Context: an optimization exercise on an open-source flow, tuned for small area, a short achievable clock period and few clock cycles per item. The choices shown serve that exercise and are no tape-out recipe. Function was checked by simulation only, so behaviour that the tests miss may differ from the original.

[flow/design.v]
module Convolution_without_pipeline(
    clk, rst_n, in_valid,
    In_IFM_1, In_IFM_2, In_IFM_3, In_IFM_4, In_IFM_5, In_IFM_6, In_IFM_7, In_IFM_8, In_IFM_9,
    In_Weight_1, In_Weight_2, In_Weight_3, In_Weight_4, In_Weight_5, In_Weight_6, In_Weight_7, In_Weight_8, In_Weight_9,
    out_valid, Out_OFM
    );
input clk, rst_n;
input in_valid;
input [7:0] In_IFM_1, In_IFM_2, In_IFM_3, In_IFM_4, In_IFM_5, In_IFM_6, In_IFM_7, In_IFM_8, In_IFM_9;
input [7:0] In_Weight_1, In_Weight_2, In_Weight_3, In_Weight_4, In_Weight_5, In_Weight_6, In_Weight_7, In_Weight_8, In_Weight_9;
output reg out_valid;
output reg [20:0] Out_OFM;
wire [20:0] dot = In_IFM_1*In_Weight_1 + In_IFM_2*In_Weight_2 + In_IFM_3*In_Weight_3
                + In_IFM_4*In_Weight_4 + In_IFM_5*In_Weight_5 + In_IFM_6*In_Weight_6
                + In_IFM_7*In_Weight_7 + In_IFM_8*In_Weight_8 + In_IFM_9*In_Weight_9;
always @(posedge clk or negedge rst_n)
    if (!rst_n) out_valid <= 1'b0;
    else        out_valid <= in_valid;
always @(posedge clk)
    Out_OFM <= dot;
endmodule
[flow/run.sh]
#!/bin/bash
# synth_recipe.tcl (not shown) runs the flow's synth.tcl, then flattens the netlist and writes it again
# the make line also repeats each setting of config.mk as NAME=value (left out here)
make -C /OpenROAD-flow-scripts/flow DESIGN_CONFIG=/design/flow/config.mk WORK_HOME=/design/flow/orfs CLKGATE_MAP_FILE= SYNTH_SCRIPT=/design/flow/synth_recipe.tcl finish
[flow/config.mk]
export PLATFORM = sky130hd
export DESIGN_NAME = Convolution_without_pipeline
export DESIGN_NICKNAME = Convolution_without_pipeline
export VERILOG_FILES = /design/flow/design.v
export SDC_FILE = /design/flow/constraint.sdc
export NUM_CORES = 4
export LEC_CHECK = 0
export CAP_MARGIN = 20
export CORE_MARGIN = 2
export CORE_UTILIZATION = 40
export SLEW_MARGIN = 20
[flow/constraint.sdc]
create_clock -name core_clock -period 10.0 [get_ports {clk}]
set_input_delay 2.0000 -clock core_clock [delete_from_list [all_inputs] [get_ports {clk}]]
set_output_delay 2.0000 -clock core_clock [all_outputs]
set_load 0.01 [all_outputs]
==> run notes <==
-- per-layer routing --
metal | wire length (µm) | vias up
met5 | 0 | -
met4 | 693 | 0
met3 | 2027 | 29
met2 | 27220 | 270
met1 | 24960 | 7380
li1 | - | 6646
-- worst max-delay path by stage --
stage | to | slack [ps]
CTS | Out_OFM[20] | 270
global route | Out_OFM[20] | 8
detailed placement | Out_OFM[20] | -20
floorplan | Out_OFM[20] | 1040
finish | Out_OFM[20] | 370
global placement | Out_OFM[20] | 80
-- cell usage after synthesis, drive strengths merged (2+ instances only) --
master,number,area share [%]
a211oi,3,0.11
a21o,12,0.43
a21oi,12,0.31
a221oi,2,0.11
and2,361,11
and3,3,0.096
buf,3,0.10
dfxtp,21,2.0
fa,543,52
ha,258,15
inv,702,13
nand2,222,4.0
nand3,2,0.048
nand4,3,0.090
nor2,4,0.072
nor2b,5,0.15
nor3,4,0.096
o21a,2,0.072
o21ai,6,0.14
o31ai,2,0.072
or3,2,0.060
xnor2,8,0.34
xor2,4,0.17
-- metrics by stage --
stage,std cells,setup TNS [ps],setup WS [ps]
finish,3088,0,369.2
global route,3088,0,7.867
CTS,3087,0,272.9
detailed placement,3083,-21.21,-21.21
global placement,3083,0,75.18
floorplan,2193,0,1039
-- registers in the layout, summed over array words and instances, names as in the netlist --
name	count
out_valid	1
Out_OFM	21
-- logic make-up (layout without fill, tap and decap cells) --
| kind of cell | after synthesis | in the layout |
|---|---|---|
| flops | 22 | 22 |
| xor+xnor | 12 | 12 |
| simple gates | 607 | 607 |
| compound gates | 44 | 44 |
| buf+inv | 706 | 920 |
| fa+ha+maj | 801 | 801 |
| mux | 1 | 1 |
| other cells | 0 | 1 |
-- timing repair --
item | in CTS | in global routing
setup endpoints to repair | 0 | 1
resized for setup | 0 | 5
setup buffers | 0 | 0
-- area by class of cell --
type / count / area, µm² / share of cell area (%)
multi-input combinational: 1465 / 17760 / 74.56
clock buffer: 4 / 88.84 / 0.3730
sequential: 22 / 445.4 / 1.870
tap: 680 / 850.8 / 3.573
timing repair buffer: 214 / 2037 / 8.553
antenna: 1 / 2.502 / 0.01051
inverter: 702 / 2635 / 11.06
==> flow_summary.ini <==
[clock_network]
clock_sink_count = 22
clkTransAtPathRegs_ps = 60
holdBufCountCts = 0
clk_root_buffer_cell = clkbuf_16
cts_tree = built
clock_tree.htree_level_count = 1
cts-buffers-inserted = 3
clk_path_buf_depth = 2

[sta]
slew_viol_final = 0
achievable-frequency_mhz = 103.8
finalHoldViolCount = 0
slew_headroom_pct = 74.06
post-route-min-period_ps = 9631
unrepaired_setup_endpoints_after_global_routing = false
final-setup-viol-count = 0
max_slew.worst_pin.slew_ps = 387.9
fin_worst_hold_slack_ps = 1882
post-route-period-util_pct = 96.31

[global_route]
antenna_violations_before_repair = 1
wire_length_of_the_first_global_routing_pass_um = 88900
groute.layer.met1.usage_pct = 29.94
global_route.overflow_total = 0
globalRoute.busiestLayer = met2
grt_use_met3_pct = 1.510
number_of_global_route_vias_before_repair = 16450
grt_usage_pct = 21.44
grt_start_max_net_pins = 13
grtUsageMet2_pct = 37.37

[setup_path]
cp.arrival_ps = 9770
timing.critical_path.max_delay_family = adder cells
cp_num_buf_inv = 6
cp_data_required_time_ps = 10140
cp.depth = 24
critical_path_start = In_IFM_6[3]
crit_path_max_incr_delay_ps = 690
cpMostUsedCell = fa_1
path_cells = clkdlybuf4s50_1, nand2_1, fa_1, inv_1, fa_1, fa_1, inv_1, fa_1, inv_1, fa_1, fa_1, fa_1, inv_1, fa_1, inv_1, fa_1, fa_1, ha_1, and3_2, a221oi_4, nor2b_1, nand4_1, o21bai_2, a311o_1
crit_path_top_delay_cell = clkdlybuf4s50_1
crit_type = input pin to flop
critical_path.startpoint_type = input pin
end_kind = flop
critPathMaxFanout = 8

[floorplanning]
die_h_um = 232.3
io-pin-count = 169
core_region_area_mm2 = 0.05141
std_cell_rows = 83
die_area_mm2 = 0.05397
die_w_um = 232.3
start_util_pct = 40.56

[logic_synthesis]
synth_top_family_by_area = adder cells
synthesis.instances = 2193
syn-num-nets = 3141
synth.cell_area_mm2 = 0.02085
synth_simple_gate_area_share_pct = 15.47
post_synth_xor_area_fraction_pct = 0.5041
avgSynthCellArea_um2 = 9.508
synth-async-reset-ratio_pct = 4.545
synth_compound_gate_area_share_pct = 1.464
post_synth_adder_cell_area_pct = 67.62
postSynth.topFlopCell = dfxtp_1
ys_ff_latch = 22
synth_enable_flop_cells = 0
yosys_warnings = 1
post_synth_mux_area_share_pct = 0.04801
synth-seq-area-share_pct = 2.136
ys_types = 37

[job]
cap_viol_max_count = 0

[layout]
drive_gt1_share_pct = 2.285
final_nets = 3356
area_growth_from_synthesis_to_layout_pct = 14.22
layout_common_cells = inv_1, fa_1, and2_1
final_core_util_pct = 46.33
final_design_area_no_fill_mm2 = 0.02382
layout_commonest_cell = inv_1
fillerInstances = 4990

[drt]
total_wire_length_after_detailed_routing_um = 54890
via_per_inst = 4.639
initial_drt_pass_iterations = 5
drt_first_iter_violations = 647
drc = 0
drt-wirelength-per-cell_um = 17.78
route.antenna.remaining_nets = 0
num_vias = 14330

[status]
status = no timing/DRC/antenna violations

[place]
detailed_place_hpwl_um = 51400
port_buffers = 168
gpl.final_weighted_congestion = 0.9257
placement.cell_area_mm2 = 0.02370

[hold_path]
min-delay-path-class = input pin to asynchronous set/reset pin
Testbench counts, summed over its fixed seeds: cycles 3,208, items 3,200.

## static timing again, ports no longer ideal
How much do the figures lean on ideal ports? The routed layout below was timed once more, with nothing changed but the port constraints.
Step 1: set_driving_cell puts a clkbuf_16 on clk and a buf_2 on each other input, an assumption about the parent block.
Step 2, shift: input delay + t, output delay - t, t = (earliest + latest rising clock arrival at the registers) / 2. This alone moves slack from input paths to output paths.
a / b / c = no drivers / after step 1 / after step 2; a / b = the first two.
t (ns): 0.281
setup slack, ns: 0.369 / 0.365 / 0.084
clock arrival spread, ns: 0.002 / 0.002
After both steps this run still meets setup and hold. For this run, drivers alone change the setup slack by -0.004 ns; drivers and shift together by -0.285 ns.
